This is an optimization exercise on Yosys and OpenROAD, whose aim is small area and a short achievable clock period, not a production implementation.
RTL that was checked went through simulation tests only; none was proved equivalent to the original.
Only the layout flow was run in runs 5 and 6; the RTL was not checked for function there.
Power figures rest on the tool's default switching activity, not on a simulated workload.

<file path="flow/config.mk">
export PLATFORM = sky130hd
export DESIGN_NAME = reduce_instr
export DESIGN_NICKNAME = reduce_instr
export VERILOG_FILES = /design/flow/design.v
export SDC_FILE = /design/flow/constraint.sdc
export NUM_CORES = 4
export LEC_CHECK = 0
export ABC_AREA = 1
export CAP_MARGIN = 20
export CORE_MARGIN = 2
export CORE_UTILIZATION = 55
export SLEW_MARGIN = 20
</file>
<file path="flow/constraint.sdc">
create_clock -name core_clock -period 20.0 [get_ports {clk}]
set_input_delay 4.0000 -clock core_clock [delete_from_list [all_inputs] [get_ports {clk}]]
set_output_delay 4.0000 -clock core_clock [all_outputs]
set_load 0.01 [all_outputs]
</file>
<file path="flow/design.v">
`timescale 1ns / 1ns
module reduce_instr (
	input  [81:0] packetIn,
	input  [60:0] new_comm,
	input         clk,
	input         rst,
	output        rd_en,
	output [84:0] packetOut
);
function [5:0] addr6;
	input [5:0] i;
	addr6 = {i[5], i[5]^i[2], i[4], i[4]^i[1], i[3], i[3]^i[0]};
endfunction
function [8:0] expand;
	input [5:0] a;
	expand = {1'b0, a[5:4], 1'b0, a[3:2], 1'b0, a[1:0]};
endfunction
function [5:0] rank_addr;
	input [8:0] r;
	rank_addr = (r[8:6] == 3'd0) ? addr6(r[5:0]) : 6'd0;
endfunction
reg        t_v    [0:3];
reg [8:0]  t_root [0:3];
reg [8:0]  t_lr   [0:3];
reg [2:0]  t_ch   [0:3];
reg [3:0]  t_lg   [0:3];
reg [5:0]  t_p1   [0:3];
reg [5:0]  t_p2   [0:3];
reg [5:0]  t_p3   [0:3];
wire wr = new_comm[60] && (new_comm[59:54] == 6'd0);
wire [1:0] wsel = new_comm[53:52];
integer n;
always @(posedge clk) begin
	for (n = 0; n < 4; n = n + 1) begin
		if (rst)
			t_v[n] <= 1'b0;
		else if (wr && wsel == n)
			t_v[n] <= 1'b1;
		if (wr && wsel == n) begin
			t_root[n] <= new_comm[51:43];
			t_lr[n]   <= new_comm[42:34];
			t_ch[n]   <= new_comm[33:31];
			t_lg[n]   <= new_comm[30:27];
			t_p3[n]   <= rank_addr(new_comm[26:18]);
			t_p2[n]   <= rank_addr(new_comm[17:9]);
			t_p1[n]   <= rank_addr(new_comm[8:0]);
		end
	end
end
wire [7:0] pkt_context = packetIn[53:46];
wire [1:0] cs = pkt_context[1:0];
wire       row_valid = (pkt_context[7:2] == 6'd0) && t_v[cs];
wire [8:0] lr_u = t_lr[cs];
wire [3:0] lg4_u = t_lg[cs];
wire [2:0] ch_u = t_ch[cs];
wire [2:0] lg_u = lg4_u[2:0];
reg  [3:0] rs;
reg  [8:0] root;
reg  [5:0] p1, p2, p3;
always @(*) begin
	root = 0; p1 = 0; p2 = 0; p3 = 0;
	for (n = 0; n < 4; n = n + 1) begin
		rs[n] = (pkt_context == n) && t_v[n];
		root = root | ({9{rs[n]}} & t_root[n]);
		p1   = p1   | ({6{rs[n]}} & t_p1[n]);
		p2   = p2   | ({6{rs[n]}} & t_p2[n]);
		p3   = p3   | ({6{rs[n]}} & t_p3[n]);
	end
end
wire [8:0] lr  = {9{row_valid}} & lr_u;
wire [3:0] lg4 = {4{row_valid}} & lg4_u;
wire [2:0] ch  = {3{row_valid}} & ch_u;
wire [2:0] lg  = lg4[2:0];
wire [5:0] fa3 = (lr[1:0] == 2'd0 && ch[2] == 1'b0) ? addr6({ch[1:0], lg4}) : 6'd0;
wire [5:0] fa4 = (root[1:0] == 2'd0 && lr[8] == 1'b0) ? addr6(lr[7:2]) : 6'd0;
function [5:0] fsel;
	input [2:0] k;
	input en;
	input [5:0] a0, a1, a2, a3, a4;
	begin
		fsel = 6'd0;
		if (en) case (k)
			3'd0: fsel = a0;
			3'd1: fsel = a1;
			3'd2: fsel = a2;
			3'd3: fsel = a3;
			3'd4: fsel = a4;
			default: fsel = 6'd0;
		endcase
	end
endfunction
wire [7:0] tag_raw   = packetIn[45:38];
wire [7:0] lgmask    = ~(8'hFF << lg);
wire [7:0] t_tag     = tag_raw & lgmask;
wire [8:0] t_rank    = packetIn[62:54];
wire [3:0] t_op      = packetIn[35:32];
wire       from_guest = (packetIn[71:63] != 9'd0);
wire       vin       = packetIn[81];
wire op_bc   = (t_op == 4'b0111);
wire op_ring = (t_op == 4'b1001);
wire op_dbl  = (t_op == 4'b1110) || (t_op == 4'b1010);
reg [8:0] dst_ring;
reg       home_ring;
wire rd_en_ring = home_ring || !from_guest;
always @(posedge clk) begin
	if (rst) begin
		home_ring <= 1'b0;
		dst_ring  <= 9'd0;
	end else if (vin) begin
		dst_ring  <= home_ring ? 9'd0 : (lr == 9'd7) ? root : (lr < 9'd63) ? expand(addr6(lr[5:0] + 6'd1)) : 9'd0;
		home_ring <= from_guest && !home_ring && op_ring;
	end else
		dst_ring  <= 9'd0;
end
wire [4:0] ku = {2'b0, lg} - {2'b0, ch} - 5'd1;
wire [5:0] dst_uptree = (lr == 9'd0) ? 6'd0 : fsel(ku[2:0], !ku[4] && !ku[3], p1, p2, p3, fa3, fa4);
reg [5:0] dst_bcast;
reg [3:0] sa_b;
reg       home_b, send_home_b, one_child;
wire [5:0] kb = {3'b0, lg} - {3'b0, ch} + {2'b0, sa_b};
wire rd_en_bcast_u = (lr_u == 9'd0) ? ({2'b0, ch_u} == {1'b0, sa_b} + 5'd2) :
                     (ch_u == 3'd1) ? one_child : (home_b || lr_u[0]);
wire rd_en_bcast = row_valid && rd_en_bcast_u;
always @(posedge clk) begin
	if (rst) begin
		dst_bcast <= 6'd0;
		sa_b      <= 4'd0;
		home_b    <= 1'b0;
		one_child <= 1'b0;
	end else if (vin) begin
		if (ch != 3'd0 && sa_b == {1'b0, ch} - 4'd1) begin
			sa_b   <= 4'd0;
			home_b <= (lr != 9'd0);
		end else begin
			if (!home_b && op_bc) sa_b <= sa_b + 4'd1;
			home_b <= 1'b0;
		end
		case (ch)
			3'd0: dst_bcast <= 6'd0;
			3'd1: dst_bcast <= one_child ? 6'd0 : p3;
			default: dst_bcast <= send_home_b ? 6'd0 : fsel(kb[2:0], kb[5:3] == 3'd0, p1, p2, p3, fa3, fa4);
		endcase
		one_child <= (ch == 3'd1) && !one_child && op_bc;
	end
end
always @(posedge clk)
	send_home_b <= rst ? 1'b0 : home_b;
wire [2:0] tx = t_tag[2:0] ^ lr[2:0];
wire [1:0] hidx = tx[2] ? 2'd0 : tx[1] ? 2'd1 : tx[0] ? 2'd2 : 2'd0;
wire       tag_eq8 = (t_tag == lr[7:0]);
reg  [5:0] dst_halving;
always @(posedge clk) begin
	if (rst)
		dst_halving <= 6'd0;
	else if (vin)
		dst_halving <= tag_eq8 ? 6'd0 : (hidx == 2'd2) ? p3 : (hidx == 2'd1) ? p2 : p1;
end
reg [5:0] dst_doubling;
reg [3:0] sa_d;
reg       home_d, send_home_d;
wire [9:0] tt = {1'b0, t_rank};
wire [9:0] ll = {1'b0, lr_u};
wire [9:0] e = ~(tt ^ ll);
wire [9:0] u = tt & ~ll;
wire [9:0] d = ~tt & ll;
function [10:0] pfx_down;
	input [9:0] g, p;
	reg [9:0] G, P, G2, P2;
	integer i, st;
	begin
		G = g; P = p;
		for (st = 1; st < 10; st = st * 2) begin
			for (i = 0; i < 10; i = i + 1) begin
				if (i + st < 10) begin
					G2[i] = G[i] | (P[i] & G[i+st]);
					P2[i] = P[i] & P[i+st];
				end else begin
					G2[i] = G[i];
					P2[i] = P[i];
				end
			end
			G = G2; P = P2;
		end
		pfx_down = {1'b0, G};
	end
endfunction
function [10:0] pfx_up;
	input [9:0] g, p;
	reg [9:0] G, P, G2, P2;
	integer i, st;
	begin
		G = g; P = p;
		for (st = 1; st < 10; st = st * 2) begin
			for (i = 0; i < 10; i = i + 1) begin
				if (i >= st) begin
					G2[i] = G[i] | (P[i] & G[i-st]);
					P2[i] = P[i] & P[i-st];
				end else begin
					G2[i] = G[i];
					P2[i] = P[i];
				end
			end
			G = G2; P = P2;
		end
		pfx_up = {G, 1'b0};
	end
endfunction
reg  [10:0] eqh, eql;   
integer a;
always @(*) begin
	eqh[10] = 1'b1;
	for (a = 9; a >= 0; a = a - 1) eqh[a] = eqh[a+1] & e[a];
	eql[0] = 1'b1;
	for (a = 0; a < 10; a = a + 1) eql[a+1] = eql[a] & e[a];
end
wire [10:0] b  = pfx_up(d, e);
wire [10:0] pp1 = pfx_down(u & {eqh[10:1]}, d) ;
wire [10:0] mm1 = pfx_down(d & {eqh[10:1]}, u) ;
reg  [9:0]  zm_u;      
reg  [9:0]  zt;        
reg  [10:0] zh, oh;    
always @(*) begin
	for (a = 0; a < 10; a = a + 1) begin
		zh[a] = b[a] ? pp1[a] : eqh[a];
		oh[a] = b[a] ? eqh[a] : mm1[a];
		zm_u[a] = zh[a] | (oh[a] & ~eql[a]);
	end
	zh[10] = 1'b1; oh[10] = 1'b1;
	zt[9] = 1'b1;
	for (a = 8; a >= 0; a = a - 1)
		zt[a] = zt[a+1] & ~t_rank[a];
end
reg dh_u;
always @(*) begin
	dh_u = (lg_u == 3'd0) & eqh[0];
	for (a = 0; a < 7; a = a + 1)
		dh_u = dh_u | ((lg_u == a + 1) & eql[a] & (pp1[a] | mm1[a]));
end
wire [4:0] tq = {2'b0, lg_u} - 5'd2 - {1'b0, sa_d};
reg eq_t;
always @(*) begin
	eq_t = (tq == 5'd0) & eqh[0];
	for (a = 1; a < 6; a = a + 1)
		eq_t = eq_t | ((tq == a) & zm_u[a] & ~zm_u[a-1]);
end
wire rd_en_doubling = row_valid ? (from_guest ? (home_d || dh_u) : eq_t)
                                : (from_guest && (home_d || zt[0]));
wire [9:0] zm = row_valid ? zm_u : zt;
wire diff_half = row_valid ? dh_u : zt[0];
reg [3:0] base2;
always @(*) begin
	base2 = 4'd0;
	for (a = 1; a < 10; a = a + 1)
		base2 = base2 | ({4{zm[a] & ~zm[a-1]}} & a);
end
wire [4:0] sb       = {1'b0, sa_d} + {1'b0, base2};           
wire [5:0] xd       = {3'b0, lg} - 6'd1 - {1'b0, sb};         
always @(posedge clk) begin
	if (rst) begin
		dst_doubling <= 6'd0;
		sa_d         <= 4'd0;
		home_d       <= 1'b0;
	end else if (vin) begin
		if ((xd == 6'd0) && !home_d) begin
			sa_d   <= 4'd0;
			home_d <= from_guest;
		end else begin
			if (op_dbl && !home_d) sa_d <= sa_d + 4'd1;
			home_d <= 1'b0;
		end
		dst_doubling <= (send_home_d || diff_half) ? 6'd0 : fsel(xd[2:0], xd[5:3] == 3'd0, p1, p2, p3, fa3, fa4);
	end
end
always @(posedge clk)
	send_home_d <= rst ? 1'b0 : home_d;
assign rd_en = op_dbl ? rd_en_doubling : op_ring ? rd_en_ring : op_bc ? rd_en_bcast : 1'b1;
wire [8:0] pkt_dst = packetIn[80:72];
wire mfm = (pkt_dst == 9'd0) && row_valid;
reg [8:0] dsel;
reg [2:0] csel;
always @(*) begin
	dsel = 9'd0;
	csel = 3'd0;
	case (t_op)
		4'b0101, 4'b0110, 4'b1000: dsel = expand(dst_halving);
		4'b0111: dsel = expand(dst_bcast);
		4'b1001: dsel = dst_ring;
		4'b1010: dsel = expand(dst_doubling);
		4'b1011: dsel = expand(dst_uptree);
		4'b1100: begin dsel = expand(dst_uptree); csel = ch; end
		4'b1101, 4'b1111: begin
			dsel = expand(dst_halving);
			csel = (tag_eq8 && !lr[8]) ? lg : {1'b0, hidx};
		end
		4'b1110: begin
			dsel = expand(dst_doubling);
			csel = (send_home_d || diff_half) ? lg : (sb[2:0] - {2'b0, xd[5]});
		end
		default: ;
	endcase
end
wire fwd = mfm && (dsel != 9'd0);
reg [8:0]  dst_o;
reg [2:0]  children;
reg [7:0]  tag;
reg [31:0] payload;
reg [7:0]  contextId;
reg [3:0]  op;
reg [1:0]  algtype;
reg [8:0]  rank_o, src_o;
reg        valid;
always @(posedge clk) begin
	if (rst) begin
		dst_o    <= 9'd0;
		children <= 3'd0;
		tag      <= 8'd0;
	end else begin
		dst_o    <= pkt_dst | (mfm ? dsel : 9'd0);
		children <= mfm ? csel : 3'd0;
		tag      <= tag_raw;
	end
	if (rst || !vin) begin
		payload   <= 32'd0;
		contextId <= 8'd0;
		op        <= 4'd0;
		algtype   <= 2'd0;
		rank_o    <= 9'd0;
		src_o     <= 9'd0;
		valid     <= 1'b0;
	end else begin
		payload   <= packetIn[31:0];
		contextId <= pkt_context;
		op        <= t_op;
		algtype   <= packetIn[37:36];
		rank_o    <= fwd ? lr : t_rank;
		src_o     <= fwd ? 9'd0 : packetIn[71:63];
		valid     <= 1'b1;
	end
end
assign packetOut = {children, valid, dst_o, src_o, rank_o, contextId, tag, algtype, op, payload};
endmodule
</file>
<file path="flow/flow/run.sh">
#!/bin/bash
# Standard synthesis; its combinational cells re-mapped by ABC for area
# (flip-flops untouched); then the standard layout steps, with buf_1 port
# buffers, a larger setup target for timing repair and a lighter clock tree.
set -euo pipefail
export BUFFER_PORTS_ARGS="-buffer_cell sky130_fd_sc_hd__buf_1"
export SETUP_SLACK_MARGIN=8
export CTS_ARGS="-sink_clustering_enable -repair_clock_nets -buf_list sky130_fd_sc_hd__clkbuf_8 -sink_clustering_size 14 -sink_clustering_max_diameter 80 -dont_use_dummy_load"
bash standard.sh synth > synth.log 2>&1
R=orfs/results/$FLOW_PLATFORM/reduce_instr/base
cp $R/1_2_yosys.v std_synth.v
export REMAP_LIB=$FLOW_HOME/platforms/$FLOW_PLATFORM/lib/sky130_fd_sc_hd__tt_025C_1v80.lib
export REMAP_IN=std_synth.v REMAP_OUT=remapped.v REMAP_TOP=$FLOW_TOP
export REMAP_DONT_USE="$(cat flow/dont_use.txt)"
export REMAP_FAST=flow/fast.abc REMAP_AREA=flow/area.abc
$FLOW_HOME/../tools/install/yosys/bin/yosys -c flow/remap.tcl > remap.log 2>&1
cp remapped.v $R/1_2_yosys.v
rm -f $R/1_synth.odb $R/1_synth.sdc
bash standard.sh finish > finish.log 2>&1
</file>
<file path="flow/flow/area.abc">
strash
dc2
dch -f
amap
</file>
<file path="flow/flow/dont_use.txt">
sky130_fd_sc_hd__probe_p_8
sky130_fd_sc_hd__probec_p_8
sky130_fd_sc_hd__lpflow_bleeder_1
sky130_fd_sc_hd__lpflow_clkbufkapwr_1
sky130_fd_sc_hd__lpflow_clkbufkapwr_16
sky130_fd_sc_hd__lpflow_clkbufkapwr_2
sky130_fd_sc_hd__lpflow_clkbufkapwr_4
sky130_fd_sc_hd__lpflow_clkbufkapwr_8
sky130_fd_sc_hd__lpflow_clkinvkapwr_1
sky130_fd_sc_hd__lpflow_clkinvkapwr_16
sky130_fd_sc_hd__lpflow_clkinvkapwr_2
sky130_fd_sc_hd__lpflow_clkinvkapwr_4
sky130_fd_sc_hd__lpflow_clkinvkapwr_8
sky130_fd_sc_hd__lpflow_decapkapwr_12
sky130_fd_sc_hd__lpflow_decapkapwr_3
sky130_fd_sc_hd__lpflow_decapkapwr_4
sky130_fd_sc_hd__lpflow_decapkapwr_6
sky130_fd_sc_hd__lpflow_decapkapwr_8
sky130_fd_sc_hd__lpflow_inputiso0n_1
sky130_fd_sc_hd__lpflow_inputiso0p_1
sky130_fd_sc_hd__lpflow_inputiso1n_1
sky130_fd_sc_hd__lpflow_inputiso1p_1
sky130_fd_sc_hd__lpflow_inputisolatch_1
sky130_fd_sc_hd__lpflow_isobufsrc_1
sky130_fd_sc_hd__lpflow_isobufsrc_16
sky130_fd_sc_hd__lpflow_isobufsrc_2
sky130_fd_sc_hd__lpflow_isobufsrc_4
sky130_fd_sc_hd__lpflow_isobufsrc_8
sky130_fd_sc_hd__lpflow_isobufsrckapwr_16
sky130_fd_sc_hd__lpflow_lsbuf_lh_hl_isowell_tap_1
sky130_fd_sc_hd__lpflow_lsbuf_lh_hl_isowell_tap_2
sky130_fd_sc_hd__lpflow_lsbuf_lh_hl_isowell_tap_4
sky130_fd_sc_hd__lpflow_lsbuf_lh_isowell_4
sky130_fd_sc_hd__lpflow_lsbuf_lh_isowell_tap_1
sky130_fd_sc_hd__lpflow_lsbuf_lh_isowell_tap_2
sky130_fd_sc_hd__lpflow_lsbuf_lh_isowell_tap_4
</file>
<file path="flow/flow/fast.abc">
strash
dc2
dch
map -B 0.9
</file>
<file path="flow/flow/remap.tcl">
# Re-map the combinational cells of the standard synthesis netlist with ABC's
# default area-oriented script. The flip-flop instances (names, cell types)
# are kept as they are: they are black boxes here.
set lib $::env(REMAP_LIB)
yosys read_liberty -ignore_miss_func -overwrite -setattr liberty_cell $lib
yosys read_verilog $::env(REMAP_IN)
yosys hierarchy -top $::env(REMAP_TOP)
set seq {}
foreach c [split [string trim [exec grep -oE {sky130_fd_sc_hd__[a-z0-9_]+} $::env(REMAP_IN) | sort -u]] "\n"] {
  if { [regexp {__(e?dfxtp|dfrtp|dfstp|dfbbp|sdf|dl)} $c] } { lappend seq $c }
}
yosys blackbox {*}$seq
yosys flatten
yosys opt -purge
set du {}
foreach c $::env(REMAP_DONT_USE) { lappend du -dont_use $c }
yosys select -set cone w:rd_en %cie*
yosys abc -script $::env(REMAP_FAST) -liberty $lib {*}$du @cone
yosys abc -script $::env(REMAP_AREA) -liberty $lib {*}$du
yosys opt_clean -purge
yosys stat -liberty $lib
yosys write_verilog -noattr -nohex -nodec $::env(REMAP_OUT)
</file>
<file path="flow/standard.sh">
#!/bin/bash
# synth_recipe.tcl (not shown) runs the flow's synth.tcl, then flattens the netlist and writes it again
# the make line also repeats each setting of config.mk as NAME=value (left out here)
make -C /OpenROAD-flow-scripts/flow DESIGN_CONFIG=/design/flow/config.mk WORK_HOME=/design/flow/orfs CLKGATE_MAP_FILE= SYNTH_SCRIPT=/design/flow/synth_recipe.tcl "${@:-finish}"
</file>
==> results.json, run 1 <==
{
  "cts_hold_buf": 0,
  "period_share": 0.580,
  "grt_first_pass_wirelength_um": 63900,
  "grt.overflow.total": 0,
  "min_path_type": "flip-flop to flip-flop",
  "drt_pass1_iterations": 8,
  "final_common_cell": "buf_1",
  "post_cts_buffers": 0,
  "cts-root-buf": "clkbuf_8",
  "crit_fanout": 22,
  "outcome": "timing/DRC/antenna clean",
  "maxSlewViolCount": 0,
  "layout_common_cells": "buf_1, nand2_1, clkinv_1",
  "dieArea_mm2": 0.0271,
  "power_mw": 1.07,
  "die_w_um": 164,
  "crit_required_ns": 16.00,
  "cts_max_level": 1,
  "hold_violations": 0,
  "max_freq_mhz": 86.2,
  "slew_headroom": 0.292,
  "antenna_left": 0,
  "power.density_mw_per_mm2": 66.7,
  "timing.final.crit_period_ns": 11.59,
  "dp_slack_ns": 7.28,
  "syn_inst": 1556,
  "fin_skew_ns": 0.104,
  "utilization": 0.634,
  "wl_per_cell_um": 19.3,
  "die_h_um": 164,
  "drv_cap": 0,
  "port_buffers": 230,
  "start_util": 0.561,
  "clk_path_buf_depth": 3,
  "nets": 1976,
  "tns_ns": 0,
  "synth_warnings": 9,
  "vdd_ir_drop_max_v": 0.0000689,
  "place_congestion": 0.973,
  "clk_latency_ns": 0.61,
  "leakagePower_nw": 5.13,
  "clk_pin_slew_ns": 0.10,
  "crit_type": "input pin to output port",
  "clock-sinks": 302,
  "grt_antenna_before_repair": 0,
  "core_mm2": 0.0253,
  "fin_ws_ns": 8.41,
  "synthesis.nets": 1701,
  "io_pins": 231,
  "rows": 58,
  "drt_iter0_drc": 1546,
  "synth.cell_area_mm2": 0.0142,
  "grt_start_max_net_pins": 59,
  "vias": 12800,
  "cp.arrival_ns": 7.59,
  "area.growth.synth_to_final_pct": 13.0,
  "grt_pass1_vias": 11700,
  "worst_pin_slew_ns": 1.06,
  "grt_usage": 0.305,
  "drive_gt1_frac": 0.0366,
  "vias_per_cell": 5.92,
  "whs_ns": 0.454,
  "routed_wl_um": 41700,
  "endpoint_kind": "output port",
  "dp_hpwl_um": 31100,
  "syn-mean-instance-area_um2": 9.10,
  "drc": 0,
  "setup.worst_path.start_class": "input pin",
  "fill_cells": 2222,
  "cts_made_buffers": 26,
  "rsz0062_at_grt": "false",
  "cts_tree": "yes",
  "setup_viol": 0,
  "n_antenna_cell": 0
}
## sequential cells by signal, indices dropped and copies added (netlist names), 2 cells and up
register      count
contextId         8
rank_o            9
tag               8
t_v               4
dst_o             9
children          3
dst_doubling      6
t_p1             24
payload          32
src_o             9
sa_b              4
t_lr             36
dst_ring          9
t_p3             24
t_ch             12
op                4
algtype           2
sa_d              4
t_lg             16
dst_halving       6
t_p2             24
dst_bcast         6
t_root           36
## report_power, final
group / leakage (nW) / total, mW / switching [mW] / internal, mW
Clock: 0.187 / 0.302 / 0.186 / 0.116
Sequential: 2.48 / 0.664 / 0.00231 / 0.662
Combinational: 2.47 / 0.103 / 0.0715 / 0.0311
Total: 5.13 / 1.07 / 0.260 / 0.808
## metrics by stage
stage,instances,instance area (um^2)
4_1_cts,2159,16000
3_5_place_dp,2133,15600
6_report,2159,16000
5_1_grt,2159,16000
3_3_place_gp,2133,15600
2_1_floorplan,1556,14200
## final cells by class
type / instances / area, um^2 / share of cell area
clock buffer: 26 / 358 / 0.0224
inverter: 205 / 778 / 0.0486
multi-input combinational: 1049 / 5700 / 0.356
sequential: 302 / 7770 / 0.485
tap: 330 / 413 / 0.0258
timing repair buffer: 247 / 993 / 0.0621
## layer usage
layer | routed length, um | GRT usage | vias up | part of all wire
li1 | - | - | 6114 | -
met1 | 17400 | 0.417 | 5971 | 0.42
met2 | 19400 | 0.500 | 593 | 0.47
met3 | 3170 | 0.0389 | 109 | 0.076
met4 | 1740 | 0.111 | 0 | 0.042
met5 | 0 | 0 | - | 0
## what timing repair did
item	4_1_cts	5_1_grt
endpoints found under the setup margin	1	10
endpoints found under the hold margin	0	0
resized for setup	6	13
## worst max-delay path: stages
cell and delay [ns]:
clkbuf_2 0.17, inv_4 0.23, nand2_8 0.14, or2_2 0.30
nand2_1 0.28, clkinv_1 0.27, nand2_1 0.21, nand2_1 0.11
clkinv_1 0.05, nand2_1 0.10, nor2_1 0.19, clkinv_1 0.14
nor2_1 0.26, nand2_1 0.14, o21ai_0 0.17, nand2_1 0.07
nand2_1 0.05, nor2_1 0.04, nand2_1 0.06, nand2_1 0.04
nand2_1 0.06, nand2_1 0.04, nand2_1 0.05, nand2_1 0.06
nand2_1 0.08, nand2_1 0.07, nand2_1 0.06, buf_1 0.15
## path summary, 6_finish.rpt
check / slack [ns] / end / depth (start not counted) / startpoint
max: 8.41 / rd_en / 28 / packetIn[47]
min: 0.45 / t_v[1]$_SDFFE_PP0P_ / 2 / t_v[1]$_SDFFE_PP0P_
max reg2reg: 12.80 / sa_d[3]$_SDFFE_PP0P_ / 33 / t_lr[2][2]$_DFFE_PP_
min reg2reg: 0.45 / t_v[1]$_SDFFE_PP0P_ / 2 / t_v[1]$_SDFFE_PP0P_
==> run 2: changes to the inputs <==
--- a/flow/flow/run.sh
+++ b/flow/flow/run.sh
@@ -5,5 +5,5 @@
 set -euo pipefail
 export BUFFER_PORTS_ARGS="-buffer_cell sky130_fd_sc_hd__buf_1"
-export SETUP_SLACK_MARGIN=8
+export SETUP_SLACK_MARGIN=9
 export CTS_ARGS="-sink_clustering_enable -repair_clock_nets -buf_list sky130_fd_sc_hd__clkbuf_8 -sink_clustering_size 14 -sink_clustering_max_diameter 80 -dont_use_dummy_load"
 bash standard.sh synth > synth.log 2>&1
--- a/flow/config.mk
+++ b/flow/config.mk
@@ -9,4 +9,4 @@
 export CAP_MARGIN = 20
 export CORE_MARGIN = 2
-export CORE_UTILIZATION = 55
+export CORE_UTILIZATION = 65
 export SLEW_MARGIN = 20
==> results.json, run 2 <==
{
  "grt_antenna_before_repair": 0,
  "dieArea_mm2": 0.0230,
  "drt_pass1_iterations": 6,
  "wl_per_cell_um": 19.6,
  "path_buf_inv": 6,
  "hold_violations": 0,
  "cts_hold_buf": 0,
  "cp.arrival_ns": 6.87,
  "die_h_um": 152,
  "final_common_cell": "buf_1",
  "io_pins": 231,
  "reg2reg_depth": 35,
  "grt_usage": 0.348,
  "nets": 1999,
  "crit_type": "input pin to output port",
  "rsz0062_at_grt": "false",
  "leakagePower_nw": 5.33,
  "vdd_ir_drop_max_v": 0.0000621,
  "max_freq_mhz": 92.0,
  "timing.final.crit_period_ns": 10.87,
  "synthesis.nets": 1701,
  "crit_fanout": 12,
  "worst_pin_slew_ns": 1.04,
  "clk_pin_slew_ns": 0.09,
  "dp_hpwl_um": 30000,
  "area.sequential_mm2": 0.00777,
  "drt_iter0_drc": 1530,
  "drive_gt1_frac": 0.0794,
  "clock-sinks": 302,
  "vias": 13200,
  "grt_first_pass_wirelength_um": 61900,
  "die_w_um": 152,
  "hold_depth": 2,
  "syn_inst": 1556,
  "critPathSlowestCell": "buf_4",
  "top_regs": "t_lr: 36 flops, t_root: 36 flops, payload: 32 flops",
  "min_from": "t_v[2]$_SDFFE_PP0P_",
  "reg2reg_to": "sa_d[3]$_SDFFE_PP0P_",
  "rr_startpoint": "t_lr[1][3]$_DFFE_PP_",
  "cts_tree": "yes",
  "slew_headroom": 0.295,
  "cts_made_buffers": 26,
  "synth.cell_area_mm2": 0.0142,
  "place_congestion": 1.04,
  "multi_input_area_mm2": 0.00594,
  "outcome": "timing/DRC/antenna clean",
  "clk_latency_ns": 0.59,
  "setup.worst_path.start_class": "input pin",
  "layout_common_cells": "buf_1, nand2_1, clkinv_1",
  "port_buffers": 230,
  "rrSetupSlack_ns": 13.23,
  "antenna_left": 0,
  "cts-root-buf": "clkbuf_8",
  "syn-mean-instance-area_um2": 9.10,
  "drc": 0,
  "grt.overflow.total": 0,
  "maxSlewViolCount": 0,
  "path_depth": 23,
  "synth_warnings": 9,
  "vias_per_cell": 6.21,
  "clk_path_buf_depth": 3,
  "start_util": 0.655,
  "area.growth.synth_to_final_pct": 15.8,
  "grt_start_max_net_pins": 59,
  "drv_cap": 0,
  "power_mw": 1.08,
  "tns_ns": 0,
  "path_cells": "buf_8 -> inv_8 -> buf_4 -> nand2_1 -> o221ai_1 -> o21ai_0 -> buf_4 -> nor2_2 -> clkinv_1 -> nand2_1 -> nand2_1 -> nand3_1 -> nand2_1 -> nand2_1 -> nand4_1 -> nor3_1 -> a21oi_1 -> a21oi_1 -> nand2_1 -> nand2_1 -> nand2_1 -> nand2_1 -> clkbuf_2",
  "hold_path_end": "t_v[2]$_SDFFE_PP0P_",
  "fill_cells": 1541,
  "routed_wl_um": 41700,
  "critPathTopFamily": "simple AND/OR/NAND/NOR gates",
  "power.density_mw_per_mm2": 65.7,
  "period_share": 0.544,
  "rows": 54,
  "endpoint_kind": "output port",
  "min_path_type": "flip-flop to flip-flop",
  "crit_required_ns": 16.00,
  "path_common_cell": "nand2_1",
  "core_mm2": 0.0216,
  "fin_skew_ns": 0.0732,
  "setup_viol": 0,
  "worst_path_largest_cell_delay_ns": 0.25,
  "cts_max_level": 1,
  "grt_pass1_vias": 11900
}
run 2: cell types whose count changed in the layout (fill, tap and decap cells not counted), sizes merged:
| cell | previous run | this run |
|---|---|---|
| buf | 246 | 268 |
| clkinv | 201 | 195 |
| inv | 3 | 7 |
| clkinvlp | 1 | 3 |
| diode | 0 | 1 |
| nand2 | 217 | 218 |
run 2: final cells by class:
class / count / share of cell area
Multi-Input combinational cell: 1050 / 0.362
Inverter: 205 / 0.0494
Sequential cell: 302 / 0.474
Antenna cell: 1 / 0.000153
Clock buffer: 26 / 0.0218
Timing Repair Buffer: 269 / 0.0717
Tap cell: 280 / 0.0214
run 2: worst max-delay path by stage:
stage / startpoint / endpoint / slack [ns]
final: packetIn[46] / rd_en / 9.13
after global routing: packetIn[46] / rd_en / 8.86
after CTS: packetIn[47] / rd_en / 9.02
after detailed placement: packetIn[47] / rd_en / 7.62
after global placement: packetIn[47] / rd_en / 7.75
after floorplan: packetIn[47] / rd_en / 9.06
run 2: worst reg2reg max path: cells and delay by family, from the launching register on:
kind / cells / cell delay, ns
simple gates: 17 / 3.11
flops: 1 / 0.37
buf+inv: 5 / 0.62
compound gates: 13 / 2.60
run 2: per-layer routing:
| layer | wire length, um | share of wire | GRT usage |
|---|---|---|---|
| met5 | 0 | 0 | 0 |
| met4 | 2150 | 0.051 | 0.169 |
| met3 | 4050 | 0.097 | 0.0527 |
| met2 | 19600 | 0.47 | 0.562 |
| met1 | 16000 | 0.38 | 0.465 |
run 2: timing repair:
| item | CTS | global route |
|---|---|---|
| setup buffers | 6 | 18 |
| cloned | 0 | 1 |
| pin swaps | 0 | 11 |
| gates resized for setup | 42 | 67 |
| endpoints found under the setup margin | 15 | 4 |
run 2: where the power goes:
part	leakage (nW)	switching (mW)	internal (mW)	total, mW
combinational	2.67	0.0770	0.0364	0.113
sequential	2.48	0.00237	0.662	0.664
clock	0.187	0.185	0.116	0.300
total	5.33	0.264	0.814	1.08
run 2: through the flow:
step	cells	worst slack [ns]	hold slack, ns	cell area (um^2)	utilization
2_1_floorplan	1556	9.06	0.415	14200	-
3_3_place_gp	2081	7.75	0.427	15500	0.718
3_5_place_dp	2081	7.62	0.433	15500	0.718
4_1_cts	2113	9.02	0.447	16000	0.742
5_1_grt	2132	8.86	0.471	16400	0.759
6_report	2133	9.13	0.450	16400	0.759
==> run 3: changes to the inputs <==
--- a/flow/config.mk
+++ b/flow/config.mk
@@ -9,4 +9,4 @@
 export CAP_MARGIN = 20
 export CORE_MARGIN = 2
-export CORE_UTILIZATION = 65
+export CORE_UTILIZATION = 55
 export SLEW_MARGIN = 20
==> results.json, run 3 <==
{
  "dp_hpwl_um": 31300,
  "die_h_um": 164,
  "path_cells": "buf_1 -> or4_2 -> nor3_1 -> buf_4 -> clkinv_1 -> nor2_4 -> a31oi_2 -> buf_4 -> clkinvlp_4 -> o211ai_1 -> a21oi_1 -> nand2_1 -> nand2_1 -> buf_2",
  "maxSlewViolCount": 0,
  "fin_skew_ns": 0.0955,
  "grt_usage": 0.307,
  "drive_gt1_frac": 0.0872,
  "core_mm2": 0.0253,
  "critPathSlowestCell": "or4_2",
  "cp.arrival_ns": 6.78,
  "tns_ns": 0,
  "synth_warnings": 9,
  "io_pins": 231,
  "drc": 0,
  "crit_type": "input pin to output port",
  "whs_ns": 0.450,
  "grt_antenna_before_repair": 1,
  "endpoint_kind": "output port",
  "vias_per_cell": 5.87,
  "fin_ws_ns": 9.22,
  "clock-sinks": 302,
  "grt_start_max_net_pins": 59,
  "drt_iter0_drc": 1213,
  "wl_per_cell_um": 19.4,
  "crit_required_ns": 16.00,
  "layout_common_cells": "buf_1, nand2_1, clkinv_1",
  "setup.worst_path.start_class": "input pin",
  "slew_headroom": 0.285,
  "period_share": 0.539,
  "rsz0062_at_grt": "false",
  "cts_max_level": 1,
  "port_buffers": 230,
  "dp_slack_ns": 7.48,
  "n_antenna_cell": 0,
  "synthesis.nets": 1701,
  "antenna_left": 0,
  "start_util": 0.561,
  "instances_no_fill": 2187,
  "cts_hold_buf": 0,
  "syn-mean-instance-area_um2": 9.10,
  "drt_pass1_iterations": 7,
  "rows": 58,
  "vdd_ir_drop_max_v": 0.0000624,
  "worst_pin_slew_ns": 1.07,
  "place_congestion": 0.971,
  "timing.final.crit_period_ns": 10.78,
  "min_from": "t_v[1]$_SDFFE_PP0P_",
  "routed_wl_um": 42400,
  "nets": 2004,
  "dp_cells": 2135,
  "outcome": "timing/DRC/antenna clean",
  "cts_made_buffers": 26,
  "grt_pass1_vias": 11800,
  "drv_cap": 0,
  "power.density_mw_per_mm2": 65.4,
  "dpl_cell_area_mm2": 0.0156,
  "hold_depth": 2,
  "leakagePower_nw": 5.34,
  "grt_first_pass_wirelength_um": 63900,
  "clk_latency_ns": 0.61,
  "clk_pin_slew_ns": 0.09,
  "area.growth.synth_to_final_pct": 16.7,
  "hold_violations": 0,
  "hold_path_end": "t_v[1]$_SDFFE_PP0P_",
  "synth.cell_area_mm2": 0.0142,
  "setup_viol": 0,
  "syn_inst": 1556,
  "die_w_um": 164,
  "final_area_mm2": 0.0165,
  "cts_tree": "yes",
  "cts-root-buf": "clkbuf_8",
  "rrSetupSlack_ns": 13.24,
  "reg2reg_depth": 34,
  "min_path_type": "flip-flop to flip-flop",
  "clk_path_buf_depth": 3,
  "top_regs": "t_lr: 36 flops, t_root: 36 flops, payload: 32 flops",
  "dieArea_mm2": 0.0271,
  "final_common_cell": "buf_1",
  "max_freq_mhz": 92.7,
  "reg2reg_to": "sa_d[3]$_SDFFE_PP0P_",
  "grt.overflow.total": 0,
  "critPathLaunch": "packetIn[50]",
  "rr_startpoint": "t_lr[2][2]$_DFFE_PP_",
  "vias": 12800,
  "worst_path_largest_cell_delay_ns": 0.68,
  "crit_fanout": 37
}
==> run 3: power breakdown <==
group	total (mW)	switching, mW	leakage (nW)	internal (mW)
clock	0.302	0.186	0.187	0.116
combinational	0.114	0.0779	2.68	0.0365
sequential	0.664	0.00228	2.48	0.662
total	1.08	0.266	5.34	0.814
==> run 3: worst max-delay path by stage <==
| stage | end | slack, ns | cells past startpoint |
|---|---|---|---|
| floorplan | rd_en | 9.06 | 22 |
| global placement | rd_en | 7.74 | 24 |
| detailed placement | rd_en | 7.48 | 24 |
| CTS | rd_en | 9.01 | 28 |
| global route | rd_en | 8.99 | 26 |
| finish | rd_en | 9.22 | 14 |
==> run 3: layout make-up <==
class	count	area [um^2]
Clock buffer	26	358
Fill cell	2119	8730
Inverter	205	821
Multi-Input combinational cell	1049	5950
Sequential cell	302	7770
Tap cell	330	413
Timing Repair Buffer	274	1210
Timing Repair inverter	1	8.76
==> run 3: routing by layer <==
layer / up-vias / global-route usage / share of wire
li1: 6190 / - / -
met1: 5950 / 0.422 / 0.41
met2: 597 / 0.499 / 0.47
met3: 101 / 0.0397 / 0.081
met4: 0 / 0.115 / 0.040
met5: - / 0 / 0
==> run 3: stage by stage <==
step | power [mW] | utilization
2_1_floorplan | 0.735 | -
3_3_place_gp | 0.777 | 0.619
3_5_place_dp | 0.779 | 0.619
4_1_cts | 1.08 | 0.639
5_1_grt | 1.12 | 0.654
6_report | 1.08 | 0.654
==> run 3: timing repair <==
action	4_1_cts	5_1_grt
endpoints found under the hold margin	0	0
setup buffers	3	21
endpoints found under the setup margin	15	1
resized for setup	52	67
gates cloned	0	1
pin swaps	0	10
==> run 3: worst max-delay path, delay by kind of cell <==
family / cells / cell delay [ns]
AOI/OAI and AO/OA: 3 / 0.33
buffers and inverters: 6 / 1.15
and+or+nand+nor: 5 / 1.29
==> run 4: changes to the inputs <==
--- a/flow/flow/run.sh
+++ b/flow/flow/run.sh
@@ -6,5 +6,5 @@
 export BUFFER_PORTS_ARGS="-buffer_cell sky130_fd_sc_hd__buf_1"
 export SETUP_SLACK_MARGIN=9
-export CTS_ARGS="-sink_clustering_enable -repair_clock_nets -buf_list sky130_fd_sc_hd__clkbuf_8 -sink_clustering_size 14 -sink_clustering_max_diameter 80 -dont_use_dummy_load"
+export CTS_ARGS="-sink_clustering_enable -repair_clock_nets -buf_list sky130_fd_sc_hd__clkbuf_8 -sink_clustering_size 20 -sink_clustering_max_diameter 60 -dont_use_dummy_load"
 bash standard.sh synth > synth.log 2>&1
 R=orfs/results/$FLOW_PLATFORM/reduce_instr/base
==> results.json, run 4 <==
{
  "fin_skew_ns": 0.0984,
  "cts_max_level": 1,
  "start_util": 0.561,
  "power_mw": 1.07,
  "setup.worst_path.start_class": "input pin",
  "core_mm2": 0.0253,
  "dieArea_mm2": 0.0271,
  "dp_slack_ns": 7.48,
  "clock-sinks": 302,
  "cts_made_buffers": 24,
  "cts_tree": "yes",
  "top_regs": "t_lr: 36 flops, t_root: 36 flops, payload: 32 flops",
  "grt_usage": 0.305,
  "clk_path_buf_depth": 3,
  "worst_pin_slew_ns": 1.07,
  "n_antenna_cell": 0,
  "switching_share": 0.244,
  "outcome": "timing/DRC/antenna clean",
  "cts-root-buf": "clkbuf_8",
  "maxSlewViolCount": 0,
  "antenna_left": 0,
  "slew_headroom": 0.287,
  "layout_common_cells": "buf_1, nand2_1, clkinv_1",
  "vdd_ir_drop_max_v": 0.0000653,
  "seqPwrFrac": 0.623,
  "period_share": 0.539,
  "power.density_mw_per_mm2": 64.6,
  "synthesis.nets": 1701,
  "rows": 58,
  "grt_antenna_before_repair": 1,
  "max_freq_mhz": 92.8,
  "final_area_mm2": 0.0165,
  "dpl_cell_area_mm2": 0.0156,
  "final_common_cell": "buf_1",
  "vias": 12800,
  "endpoint_kind": "output port",
  "power_frac_clock": 0.269,
  "hold_violations": 0,
  "routed_wl_um": 42300,
  "area.growth.synth_to_final_pct": 16.5,
  "grt_pass1_vias": 11800,
  "vias_per_cell": 5.88,
  "dp_hpwl_um": 31300,
  "syn_inst": 1556,
  "clk_latency_ns": 0.59,
  "crit_type": "input pin to output port",
  "timing.final.crit_period_ns": 10.78,
  "synth_warnings": 9,
  "grt_start_max_net_pins": 59,
  "grt.overflow.total": 0,
  "leakagePower_nw": 5.33,
  "die_w_um": 164,
  "wl_per_cell_um": 19.4,
  "drc": 0,
  "cp.arrival_ns": 6.78,
  "drv_cap": 0,
  "crit_required_ns": 16.00,
  "place_congestion": 0.971,
  "clk_pin_slew_ns": 0.10,
  "synth.cell_area_mm2": 0.0142,
  "syn-mean-instance-area_um2": 9.10,
  "port_buffers": 230,
  "nets": 2002,
  "fin_ws_ns": 9.22,
  "die_h_um": 164,
  "drt_pass1_iterations": 7,
  "crit_fanout": 37,
  "io_pins": 231,
  "internal_power_mw": 0.806,
  "pwr-share-comb": 0.107,
  "grt_first_pass_wirelength_um": 63700,
  "drt_iter0_drc": 1315,
  "drive_gt1_frac": 0.0857,
  "p_sw_mw": 0.260,
  "utilization": 0.653,
  "setup_viol": 0,
  "min_path_type": "flip-flop to flip-flop",
  "tns_ns": 0,
  "rsz0062_at_grt": "false"
}
## run 4: cell count changes in the layout (fill, tap and decap cells not counted)
cell      change
clkbuf_8      -2
nand2_1       +1
nand2_2       -1
## run 4: worst max-delay path: stages
cell	delay [ns]
buf_1	0.08
or4_2	0.68
nor3_1	0.22
buf_4	0.23
clkinv_1	0.21
nor2_4	0.19
a31oi_2	0.05
buf_4	0.27
clkinvlp_4	0.23
o211ai_1	0.14
a21oi_1	0.14
nand2_1	0.10
nand2_1	0.08
buf_2	0.13
## run 4: worst paths after layout
| check | startpoint | endpoint | slack, ns | cells after the start |
|---|---|---|---|---|
| worst max-delay path | packetIn[50] | rd_en | 9.22 | 14 |
| worst min-delay path | t_v[1]$_SDFFE_PP0P_ | t_v[1]$_SDFFE_PP0P_ | 0.45 | 2 |
| worst min register to register | t_v[1]$_SDFFE_PP0P_ | t_v[1]$_SDFFE_PP0P_ | 0.45 | 2 |
| worst max register to register | t_lr[2][2]$_DFFE_PP_ | sa_d[3]$_SDFFE_PP0P_ | 13.22 | 34 |
## run 4: power by group through the flow
stage | Clock (mW) | Sequential (mW) | Combinational, mW
final | 0.287 | 0.664 | 0.114
after global routing | 0.314 | 0.665 | 0.126
after CTS | 0.293 | 0.664 | 0.105
after detailed placement | 0 | 0.678 | 0.100
after global placement | 0 | 0.678 | 0.0989
after floorplan | 0 | 0.682 | 0.0530
## run 4: final cells by class
type                       instances  area [um^2]
fill                            2127         8760
sequential                       302         7770
multi-input combinational       1049         5950
timing repair buffer             274         1210
inverter                         205          821
tap                              330          413
clock buffer                      24          330
timing repair inverter             1         8.76
## run 4: repair_timing
action	4_1_cts	5_1_grt
hold buffers	0	0
buffers inserted	3	21
gates resized for setup	52	66
cloned	0	1
pin swaps	0	10
setup endpoints to repair	15	2
## run 4: metrics by stage
step,std cells,hold slack [ns]
floorplan,1556,0.415
global route,2185,0.480
CTS,2162,0.457
finish,2185,0.452
global placement,2135,0.427
detailed placement,2135,0.442
## run 4: layer usage
| layer | vias to the layer above | GRT usage | routed length, um |
|---|---|---|---|
| met5 | - | 0 | 0 |
| met4 | 0 | 0.105 | 1450 |
| met3 | 95 | 0.0347 | 3510 |
| met2 | 635 | 0.500 | 19900 |
| met1 | 5942 | 0.424 | 17400 |
| li1 | 6177 | - | - |
==> run 5: changes to the inputs <==
--- a/flow/design.v
+++ b/flow/design.v
@@ -206,12 +206,9 @@
 	end
 endfunction
-reg  [10:0] eqh, eql;   
+wire [10:0] eqh_x = pfx_down({e[9], 9'd0}, {1'b0, e[8:0]});
+wire [10:0] eql_x = pfx_up({9'd0, e[0]}, {e[9:1], 1'b0});
+wire [10:0] eqh = {1'b1, eqh_x[9:0]};
+wire [10:0] eql = {eql_x[10:1], 1'b1};
 integer a;
-always @(*) begin
-	eqh[10] = 1'b1;
-	for (a = 9; a >= 0; a = a - 1) eqh[a] = eqh[a+1] & e[a];
-	eql[0] = 1'b1;
-	for (a = 0; a < 10; a = a + 1) eql[a+1] = eql[a] & e[a];
-end
 wire [10:0] b  = pfx_up(d, e);
 wire [10:0] pp1 = pfx_down(u & {eqh[10:1]}, d) ;
==> flow/flow/run.sh (replaced) <==
#!/bin/bash
# Standard synthesis (ORFS synth.tcl through synth_recipe.tcl), with only its ABC
# script changed to one that keeps the design's logic structure; then the
# combinational cells re-mapped by ABC (flip-flops untouched): the input cone
# of rd_en for delay, the rest for area. Then the standard layout steps, with
# buf_1 port buffers, a larger setup target for timing repair and a lighter
# clock tree.
set -euo pipefail
export BUFFER_PORTS_ARGS="-buffer_cell sky130_fd_sc_hd__buf_1"
export SETUP_SLACK_MARGIN=9
export CTS_ARGS="-sink_clustering_enable -repair_clock_nets -buf_list sky130_fd_sc_hd__clkbuf_8 -sink_clustering_size 14 -sink_clustering_max_diameter 80 -dont_use_dummy_load"
rm -rf scripts_local
cp -r $FLOW_HOME/scripts scripts_local
cp flow/synth.abc scripts_local/abc_area.script
SCRIPTS_DIR=$PWD/scripts_local bash standard.sh synth > synth.log 2>&1
R=orfs/results/$FLOW_PLATFORM/reduce_instr/base
cp $R/1_2_yosys.v std_synth.v
export REMAP_LIB=$FLOW_HOME/platforms/$FLOW_PLATFORM/lib/sky130_fd_sc_hd__tt_025C_1v80.lib
export REMAP_IN=std_synth.v REMAP_OUT=remapped.v REMAP_TOP=$FLOW_TOP
export REMAP_DONT_USE="$(cat flow/dont_use.txt)"
export REMAP_FAST=flow/fast.abc REMAP_AREA=flow/area.abc
$FLOW_HOME/../tools/install/yosys/bin/yosys -c flow/remap.tcl > remap.log 2>&1
cp remapped.v $R/1_2_yosys.v
rm -f $R/1_synth.odb $R/1_synth.sdc
bash standard.sh finish > finish.log 2>&1
==> flow/flow/synth.abc (new file) <==
strash
map
==> results.json, run 5 <==
{
  "fill_cells": 2127,
  "path_common_cell": "nand2_2",
  "synth.cell_area_mm2": 0.0140,
  "crit_required_ns": 16.00,
  "cp.arrival_ns": 6.86,
  "drive_gt1_frac": 0.100,
  "die_w_um": 164,
  "drt_iter0_drc": 1304,
  "fin_skew_ns": 0.0759,
  "clk_pin_slew_ns": 0.10,
  "worst_pin_slew_ns": 1.02,
  "syn-mean-instance-area_um2": 8.98,
  "grt_start_max_net_pins": 47,
  "cts_tree": "yes",
  "n_antenna_cell": 0,
  "vias": 12900,
  "power.density_mw_per_mm2": 66.2,
  "drc": 0,
  "place_congestion": 1.05,
  "syn_inst": 1560,
  "cts-root-buf": "clkbuf_8",
  "final_common_cell": "nor2_1",
  "rsz0062_at_grt": "false",
  "cts_hold_buf": 0,
  "nets": 2013,
  "routed_wl_um": 41800,
  "maxSlewViolCount": 0,
  "setup.worst_path.start_class": "input pin",
  "worst_path_largest_cell_delay_ns": 0.21,
  "rows": 58,
  "cts_max_level": 1,
  "fin_ws_ns": 9.14,
  "io_pins": 231,
  "grt_pass1_vias": 11800,
  "clock-sinks": 302,
  "max_freq_mhz": 92.1,
  "dp_hpwl_um": 30500,
  "area.growth.synth_to_final_pct": 17.5,
  "dieArea_mm2": 0.0268,
  "drt_pass1_iterations": 8,
  "grt_antenna_before_repair": 2,
  "tns_ns": 0,
  "drv_cap": 0,
  "die_h_um": 164,
  "layout_common_cells": "nor2_1, buf_1, nand2_1",
  "cts_made_buffers": 26,
  "vdd_ir_drop_max_v": 0.0000687,
  "setup_viol": 0,
  "core_mm2": 0.0251,
  "rrSetupSlack_ns": 13.25,
  "clk_path_buf_depth": 3,
  "synth_warnings": 9,
  "grt.overflow.total": 0,
  "outcome": "timing/DRC/antenna clean",
  "port_buffers": 230,
  "clk_latency_ns": 0.61,
  "slew_headroom": 0.316,
  "critPathSlowestCell": "nor2_4",
  "timing.final.crit_period_ns": 10.86,
  "start_util": 0.558,
  "vias_per_cell": 5.87,
  "dp_slack_ns": 7.73,
  "top_regs": "t_lr: 36 flops, t_root: 36 flops, payload: 32 flops",
  "grt_usage": 0.305,
  "period_share": 0.543,
  "leakagePower_nw": 5.35,
  "endpoint_kind": "output port",
  "synthesis.nets": 1705,
  "hold_violations": 0,
  "wl_per_cell_um": 19.0,
  "min_path_type": "flip-flop to flip-flop",
  "crit_type": "input pin to output port",
  "grt_first_pass_wirelength_um": 63100,
  "antenna_left": 0,
  "crit_fanout": 9
}
## run 5: cell types whose count changed in the layout (fill, tap and decap cells not counted), sizes merged, moves of 9 or more
cell	before	now
nor2	205	260
o22ai	41	58
a222oi	22	7
o21a	18	3
a21oi	65	51
a22o	9	23
nand2	217	231
a22oi	19	7
a221oi	13	23
clkinv	194	185
nand3	61	52
o221a	11	2
## run 5: final cells by class
class / count / area, um^2 / area share
tap: 330 / 413 / 0.0251
timing repair buffer: 280 / 1280 / 0.0776
multi-input combinational: 1058 / 5850 / 0.356
inverter: 200 / 788 / 0.0479
sequential: 302 / 7770 / 0.472
clock buffer: 26 / 358 / 0.0217
## run 5: critical path: cells and delay by family
family | cells | cell delay, ns
simple gates | 22 | 1.99
compound gates | 1 | 0.12
buf+inv | 6 | 0.72
## run 5: stage by stage
stage / hold slack [ns] / total power [mW] / util / cell area, um^2 / std cells
after floorplan: 0.425 / 0.737 / - / 14000 / 1560
after global placement: 0.445 / 0.778 / 0.614 / 15400 / 2131
after detailed placement: 0.442 / 0.779 / 0.614 / 15400 / 2131
after CTS: 0.454 / 1.08 / 0.636 / 16000 / 2165
after global routing: 0.481 / 1.13 / 0.655 / 16500 / 2196
final: 0.452 / 1.09 / 0.655 / 16500 / 2196
## run 5: what timing repair did
item / CTS / global route
pin swaps: 2 / 34
resized for setup: 47 / 92
setup buffers: 8 / 31
setup endpoints to repair: 5 / 3
## run 5: power breakdown
group	switching, mW	total (mW)	internal [mW]
Sequential	0.00230	0.664	0.661
Clock	0.188	0.303	0.116
Combinational	0.0821	0.123	0.0405
Total	0.272	1.09	0.818
## run 5: metal layers
| layer | vias to the layer above | wire length (um) | global-route usage |
|---|---|---|---|
| met4 | 2 | 2090 | 0.138 |
| li1 | 6148 | - | - |
| met5 | - | 16 | 0 |
| met2 | 672 | 18300 | 0.465 |
| met1 | 5933 | 17200 | 0.419 |
| met3 | 133 | 4190 | 0.0653 |
## run 5: worst paths after layout
kind,start,endpoint,depth (start not counted)
worst min-delay path,home_d$_SDFFE_PP0P_,send_home_d$_SDFF_PP0_,2
worst max-delay path,packetIn[47],rd_en,29
worst max register to register,t_lr[0][1]$_DFFE_PP_,sa_d[3]$_SDFFE_PP0P_,32
worst min register to register,home_d$_SDFFE_PP0P_,send_home_d$_SDFF_PP0_,2
==> run 6: changes to the inputs <==
==> flow/flow/fast.abc (replaced) <==
strash
map
==> results.json, run 6 <==
{
  "whs_ns": 0.470,
  "grt_antenna_before_repair": 1,
  "worst_pin_slew_ns": 1.22,
  "vdd_ir_drop_max_v": 0.0000699,
  "period_share": 0.554,
  "cp.arrival_ns": 7.08,
  "area.growth.synth_to_final_pct": 18.5,
  "syn_inst": 1715,
  "reg2reg_to": "sa_d[3]$_SDFFE_PP0P_",
  "drt_pass1_iterations": 6,
  "tns_ns": 0,
  "cts_hold_buf": 0,
  "power.density_mw_per_mm2": 63.0,
  "top_regs": "t_lr: 36 flops, t_root: 36 flops, payload: 32 flops",
  "place_congestion": 1.01,
  "rsz0062_at_grt": "true",
  "instances_no_fill": 2370,
  "port_buffers": 230,
  "synth_warnings": 9,
  "synth.cell_area_mm2": 0.0152,
  "die_h_um": 170,
  "die_w_um": 170,
  "syn-mean-instance-area_um2": 8.86,
  "cts_tree": "yes",
  "slew_headroom": 0.179,
  "setup.worst_path.start_class": "input pin",
  "power_mw": 1.14,
  "cts-root-buf": "clkbuf_8",
  "clk_path_buf_depth": 3,
  "critPathLaunch": "packetIn[47]",
  "start_util": 0.562,
  "hold_violations": 0,
  "grt_usage": 0.336,
  "cts_made_buffers": 26,
  "timing.final.crit_period_ns": 11.08,
  "antenna_left": 0,
  "grt_pass1_vias": 13700,
  "leakagePower_nw": 5.72,
  "grt_start_max_net_pins": 57,
  "clock-sinks": 302,
  "io_pins": 231,
  "outcome": "timing/DRC/antenna clean",
  "endpoint_kind": "output port",
  "crit_required_ns": 16.00,
  "vias": 15100,
  "rows": 60,
  "crit_fanout": 19,
  "crit_path_end": "rd_en",
  "wl_per_cell_um": 21.2,
  "drt_iter0_drc": 1953,
  "dp_hpwl_um": 36400,
  "routed_wl_um": 50100,
  "layout_common_cells": "nor2_1, buf_1, clkinv_1",
  "vias_per_cell": 6.37,
  "drc": 0,
  "synthesis.nets": 1860,
  "crit_type": "input pin to output port",
  "rrSetupSlack_ns": 13.11,
  "maxSlewViolCount": 0,
  "drv_cap": 0,
  "reg2reg_depth": 33,
  "clk_pin_slew_ns": 0.10,
  "max_freq_mhz": 90.3,
  "utilization": 0.666,
  "fin_skew_ns": 0.0948,
  "n_antenna_cell": 0,
  "grt.overflow.total": 0,
  "drive_gt1_frac": 0.0981,
  "core_mm2": 0.0270,
  "dieArea_mm2": 0.0290,
  "cts_max_level": 1,
  "nets": 2176,
  "clk_latency_ns": 0.62,
  "fill_cells": 2300,
  "grt_first_pass_wirelength_um": 75300,
  "dp_cells": 2308,
  "setup_viol": 0,
  "min_path_type": "flip-flop to flip-flop",
  "rr_startpoint": "t_lr[0][5]$_DFFE_PP_"
}
[run 6: changes by cell type in the layout (fill, tap and decap cells not counted), sizes merged, moves of 8 or more]
cell,previous run,this run
a22oi,7,15
nand2,231,191
nand3,52,95
o2111ai,1,13
nor2,260,238
nor3,31,45
clkinv,185,214
nand4,12,54
xor2,1,9
inv,14,3
nand3b,1,14
[run 6: worst min path at each step]
stage               cells past startpoint                        end  slack, ns                       from
floorplan                               2     send_home_b$_SDFF_PP0_       0.43        home_b$_SDFFE_PP0P_
global placement                        2  dst_bcast[0]$_SDFFE_PP0P_       0.45  dst_bcast[0]$_SDFFE_PP0P_
detailed placement                      2  dst_bcast[5]$_SDFFE_PP0P_       0.46  dst_bcast[5]$_SDFFE_PP0P_
CTS                                     2        t_v[2]$_SDFFE_PP0P_       0.47        t_v[2]$_SDFFE_PP0P_
global route                            2  dst_bcast[1]$_SDFFE_PP0P_       0.49  dst_bcast[1]$_SDFFE_PP0P_
finish                                  2  dst_bcast[5]$_SDFFE_PP0P_       0.47  dst_bcast[5]$_SDFFE_PP0P_
[run 6: critical path, cell delays in order]
cell and delay (ns):
buf_2 0.13, bufbuf_16 0.30, nand3b_1 0.29, a41oi_4 0.35, nand2_2 0.13, nand2_4 0.13
nand4_1 0.21, buf_4 0.21, nor2_1 0.15, a311oi_2 0.06, o21ai_0 0.26, o2bb2ai_2 0.18
nand4_1 0.10, o21ai_0 0.08, o211ai_1 0.12, nand3_1 0.14, nand2_1 0.05, nand2_1 0.06
buf_2 0.13
[run 6: area by class of cell]
type	count	area (um^2)	area share
flip-flops and latches	302	7770	0.431
repair buffers	287	1410	0.0785
multi-input cells	1196	7190	0.399
inverters	218	848	0.0471
clock buffers	26	358	0.0199
well taps	341	427	0.0237
[run 6: power breakdown]
part           switching, mW  internal, mW  total [mW]
clock                  0.189         0.116       0.304
sequential           0.00234         0.661       0.664
combinational          0.114        0.0529       0.167
[run 6: per-layer routing]
layer,part of all wire,wire [um],track usage,vias up
met5,0,0,0,-
met4,0.047,2360,0.133,0
met3,0.11,5380,0.0802,181
met2,0.43,21500,0.505,953
met1,0.42,20900,0.470,7010
li1,-,-,-,6954
[run 6: metrics by stage]
stage | setup slack (ns) | cell area [um^2]
2_1_floorplan | 9.08 | 15200
3_3_place_gp | 7.53 | 16700
3_5_place_dp | 7.28 | 16700
4_1_cts | 9.00 | 17700
5_1_grt | 8.74 | 18000
6_report | 8.92 | 18000
[run 6: repair_timing]
item	CTS	global route
pin swaps	16	19
endpoints found under the setup margin	14	7
cloned	4	0
buffers inserted	14	18
resized for setup	99	44
==> run 7: changes to the inputs <==
--- a/flow/design.v
+++ b/flow/design.v
@@ -21,6 +21,7 @@
 endfunction
 reg        t_v    [0:3];
-reg [8:0]  t_root [0:3];
-reg [8:0]  t_lr   [0:3];
+reg [8:0]  t_x    [0:3];
+reg        t_is7  [0:3];
+reg        t_rz   [0:3];
 reg [2:0]  t_ch   [0:3];
 reg [3:0]  t_lg   [0:3];
@@ -30,4 +31,6 @@
 wire wr = new_comm[60] && (new_comm[59:54] == 6'd0);
 wire [1:0] wsel = new_comm[53:52];
+wire       w_is7 = (new_comm[42:34] == 9'd7);
+wire [8:0] w_x = w_is7 ? new_comm[51:43] : new_comm[42:34];
 integer n;
 always @(posedge clk) begin
@@ -38,6 +41,7 @@
 			t_v[n] <= 1'b1;
 		if (wr && wsel == n) begin
-			t_root[n] <= new_comm[51:43];
-			t_lr[n]   <= new_comm[42:34];
+			t_x[n]    <= w_x;
+			t_is7[n]  <= w_is7;
+			t_rz[n]   <= (new_comm[44:43] == 2'd0);
 			t_ch[n]   <= new_comm[33:31];
 			t_lg[n]   <= new_comm[30:27];
@@ -51,16 +55,18 @@
 wire [1:0] cs = pkt_context[1:0];
 wire       row_valid = (pkt_context[7:2] == 6'd0) && t_v[cs];
-wire [8:0] lr_u = t_lr[cs];
+wire [8:0] x_u = t_x[cs];
+wire       is7_u = t_is7[cs];
+wire [8:0] lr_u = is7_u ? 9'd7 : x_u;
 wire [3:0] lg4_u = t_lg[cs];
 wire [2:0] ch_u = t_ch[cs];
 wire [2:0] lg_u = lg4_u[2:0];
 reg  [3:0] rs;
-reg  [8:0] root;
+reg        rz;
 reg  [5:0] p1, p2, p3;
 always @(*) begin
-	root = 0; p1 = 0; p2 = 0; p3 = 0;
+	rz = 0; p1 = 0; p2 = 0; p3 = 0;
 	for (n = 0; n < 4; n = n + 1) begin
 		rs[n] = (pkt_context == n) && t_v[n];
-		root = root | ({9{rs[n]}} & t_root[n]);
+		rz   = rz   | (rs[n] & t_rz[n]);
 		p1   = p1   | ({6{rs[n]}} & t_p1[n]);
 		p2   = p2   | ({6{rs[n]}} & t_p2[n]);
@@ -69,9 +75,11 @@
 end
 wire [8:0] lr  = {9{row_valid}} & lr_u;
+wire       is7 = row_valid & is7_u;
+wire [8:0] root_if7 = {9{row_valid}} & x_u;    
 wire [3:0] lg4 = {4{row_valid}} & lg4_u;
 wire [2:0] ch  = {3{row_valid}} & ch_u;
 wire [2:0] lg  = lg4[2:0];
 wire [5:0] fa3 = (lr[1:0] == 2'd0 && ch[2] == 1'b0) ? addr6({ch[1:0], lg4}) : 6'd0;
-wire [5:0] fa4 = (root[1:0] == 2'd0 && lr[8] == 1'b0) ? addr6(lr[7:2]) : 6'd0;
+wire [5:0] fa4 = (rz && lr[8] == 1'b0) ? addr6(lr[7:2]) : 6'd0;
 function [5:0] fsel;
 	input [2:0] k;
@@ -108,5 +116,5 @@
 		dst_ring  <= 9'd0;
 	end else if (vin) begin
-		dst_ring  <= home_ring ? 9'd0 : (lr == 9'd7) ? root : (lr < 9'd63) ? expand(addr6(lr[5:0] + 6'd1)) : 9'd0;
+		dst_ring  <= home_ring ? 9'd0 : is7 ? root_if7 : (lr < 9'd63) ? expand(addr6(lr[5:0] + 6'd1)) : 9'd0;
 		home_ring <= from_guest && !home_ring && op_ring;
 	end else
@@ -206,9 +214,12 @@
 	end
 endfunction
-wire [10:0] eqh_x = pfx_down({e[9], 9'd0}, {1'b0, e[8:0]});
-wire [10:0] eql_x = pfx_up({9'd0, e[0]}, {e[9:1], 1'b0});
-wire [10:0] eqh = {1'b1, eqh_x[9:0]};
-wire [10:0] eql = {eql_x[10:1], 1'b1};
+reg  [10:0] eqh, eql;   
 integer a;
+always @(*) begin
+	eqh[10] = 1'b1;
+	for (a = 9; a >= 0; a = a - 1) eqh[a] = eqh[a+1] & e[a];
+	eql[0] = 1'b1;
+	for (a = 0; a < 10; a = a + 1) eql[a+1] = eql[a] & e[a];
+end
 wire [10:0] b  = pfx_up(d, e);
 wire [10:0] pp1 = pfx_down(u & {eqh[10:1]}, d) ;
==> flow/flow/run.sh (replaced) <==
#!/bin/bash
# Standard synthesis; its combinational cells re-mapped by ABC for area
# (flip-flops untouched); then the standard layout steps, with buf_1 port
# buffers, a larger setup target for timing repair and a lighter clock tree.
set -euo pipefail
export BUFFER_PORTS_ARGS="-buffer_cell sky130_fd_sc_hd__buf_1"
export SETUP_SLACK_MARGIN=9
export CTS_ARGS="-sink_clustering_enable -repair_clock_nets -buf_list sky130_fd_sc_hd__clkbuf_8 -sink_clustering_size 14 -sink_clustering_max_diameter 80 -dont_use_dummy_load"
bash standard.sh synth > synth.log 2>&1
R=orfs/results/$FLOW_PLATFORM/reduce_instr/base
cp $R/1_2_yosys.v std_synth.v
export REMAP_LIB=$FLOW_HOME/platforms/$FLOW_PLATFORM/lib/sky130_fd_sc_hd__tt_025C_1v80.lib
export REMAP_IN=std_synth.v REMAP_OUT=remapped.v REMAP_TOP=$FLOW_TOP
export REMAP_DONT_USE="$(cat flow/dont_use.txt)"
export REMAP_FAST=flow/fast.abc REMAP_AREA=flow/area.abc
$FLOW_HOME/../tools/install/yosys/bin/yosys -c flow/remap.tcl > remap.log 2>&1
cp remapped.v $R/1_2_yosys.v
rm -f $R/1_synth.odb $R/1_synth.sdc
bash standard.sh finish > finish.log 2>&1
==> flow/flow/fast.abc (replaced) <==
strash
dc2
dch
map -B 0.9
removed: flow/flow/synth.abc
==> results.json, run 7 <==
{
  "power.density_mw_per_mm2": 62.7,
  "fill_cells": 2115,
  "die_w_um": 161,
  "top_regs": "t_x: 36 flops, payload: 32 flops",
  "nets": 2062,
  "drt_iter0_drc": 1175,
  "dp_cells": 2175,
  "layout_common_cells": "buf_1, nor2_1, clkinv_1",
  "setup.worst_path.start_class": "input pin",
  "reg2reg_depth": 31,
  "core_mm2": 0.0242,
  "tns_ns": 0,
  "endpoint_kind": "output port",
  "synth_warnings": 10,
  "timing.final.crit_period_ns": 11.00,
  "syn-mean-instance-area_um2": 8.43,
  "multi_input_area_mm2": 0.00615,
  "cts_max_level": 1,
  "dieArea_mm2": 0.0258,
  "place_congestion": 1.03,
  "cp.arrival_ns": 7.00,
  "vias_per_cell": 5.85,
  "clk_pin_slew_ns": 0.10,
  "synthesis.nets": 1747,
  "grt_pass1_vias": 12000,
  "hold_violations": 0,
  "dp_hpwl_um": 30700,
  "drc": 0,
  "top_register": "t_x",
  "grt_first_pass_wirelength_um": 63500,
  "crit_type": "input pin to output port",
  "rrSetupSlack_ns": 13.17,
  "antenna_left": 0,
  "maxSlewViolCount": 0,
  "min_from": "t_v[3]$_SDFFE_PP0P_",
  "drive_gt1_frac": 0.114,
  "outcome": "timing/DRC/antenna clean",
  "clk_latency_ns": 0.58,
  "cts_made_buffers": 24,
  "rr_startpoint": "t_is7[3]$_DFFE_PP_",
  "die_h_um": 161,
  "leakagePower_nw": 5.39,
  "vias": 13100,
  "n_antenna_cell": 0,
  "worst_pin_slew_ns": 1.16,
  "io_pins": 231,
  "grt_antenna_before_repair": 0,
  "clk_path_buf_depth": 3,
  "reg2reg_to": "sa_d[3]$_SDFFE_PP0P_",
  "final_area_mm2": 0.0161,
  "setup_viol": 0,
  "final_common_cell": "buf_1",
  "clock-sinks": 274,
  "hold_path_end": "t_v[3]$_SDFFE_PP0P_",
  "port_buffers": 230,
  "rows": 57,
  "period_share": 0.550,
  "cts-root-buf": "clkbuf_8",
  "start_util": 0.557,
  "instances_no_fill": 2239,
  "rsz0062_at_grt": "true",
  "crit_required_ns": 16.00,
  "largest_reg_flops": 36,
  "hold_depth": 2,
  "cts_tree": "yes",
  "drt_pass1_iterations": 8,
  "fin_skew_ns": 0.0541,
  "slew_headroom": 0.204,
  "area.sequential_mm2": 0.00693,
  "vdd_ir_drop_max_v": 0.0000611,
  "max_freq_mhz": 90.9,
  "power_mw": 1.01,
  "crit_fanout": 11,
  "area.growth.synth_to_final_pct": 19.2,
  "routed_wl_um": 41800,
  "min_path_type": "flip-flop to flip-flop",
  "dpl_cell_area_mm2": 0.0150,
  "syn_inst": 1602,
  "grt_start_max_net_pins": 58,
  "wl_per_cell_um": 18.7,
  "drv_cap": 0,
  "grt.overflow.total": 0,
  "utilization": 0.664,
  "grt_usage": 0.312,
  "synth.cell_area_mm2": 0.0135
}
run 7: critical path, cell delays in order:
cell      delay [ns]
buf_12          0.13
nor2_4          0.24
clkinv_4        0.10
or2_4           0.28
nand4_1         0.16
nand2_2         0.13
nor2_4          0.21
nand2_4         0.09
inv_8           0.09
nand2_2         0.05
nand2_2         0.09
nand2_2         0.06
nand2_2         0.09
buf_4           0.12
o21ai_0         0.09
nor3_1          0.21
nor3_1          0.09
a21oi_1         0.23
nand2_2         0.12
nand2_2         0.10
nand2_2         0.05
a21oi_2         0.13
buf_2           0.14
run 7: metal layers:
| metal | part of all wire | up-vias | wire length (um) | track usage |
|---|---|---|---|---|
| met1 | 0.41 | 6060 | 17300 | 0.421 |
| met5 | 0 | - | 0 | 0 |
| met4 | 0.043 | 0 | 1780 | 0.120 |
| met2 | 0.46 | 689 | 19000 | 0.504 |
| met3 | 0.088 | 115 | 3680 | 0.0555 |
| li1 | - | 6240 | - | - |
run 7: worst max path at each step:
stage,startpoint,to,slack (ns)
2_1_floorplan,packetIn[46],rd_en,9.01
3_3_place_gp,packetIn[46],rd_en,7.63
3_5_place_dp,packetIn[46],rd_en,7.53
4_1_cts,packetIn[46],rd_en,9.02
5_1_grt,packetIn[46],rd_en,8.89
6_report,packetIn[46],rd_en,9.00
run 7: power breakdown:
part	total, mW	switching, mW	internal [mW]
Sequential	0.599	0.00233	0.597
Clock	0.279	0.172	0.107
Combinational	0.132	0.0868	0.0447
Total	1.01	0.261	0.749
run 7: what timing repair did:
item,in CTS,in global routing
pin swaps,10,42
setup buffers,11,26
cloned,2,0
setup endpoints to repair,11,5
hold buffers,0,0
resized for setup,81,97
endpoints found under the hold margin,0,0
run 7: final cells by class:
class | instances | share of cell area
flip-flops and latches | 274 | 0.430
multi-input cells | 1092 | 0.382
repair buffers | 287 | 0.0832
inverters | 236 | 0.0581
well taps | 324 | 0.0252
clock buffers | 24 | 0.0205
repair inverters | 2 | 0.000855
run 7: through the flow:
stage	hold slack (ns)	setup slack, ns
CTS	0.450	9.02
floorplan	0.415	9.01
detailed placement	0.439	7.53
global placement	0.435	7.63
finish	0.449	9.00
global route	0.484	8.89

Re-timed with assumed drivers on the ports (clkbuf_16 on the clock, buf_2 on other inputs), run 7 has 8.944 ns of setup slack against 8.996 ns with ideal ports, and 8.944 ns once port delays also move by the mid clock arrival of 0.606 ns.
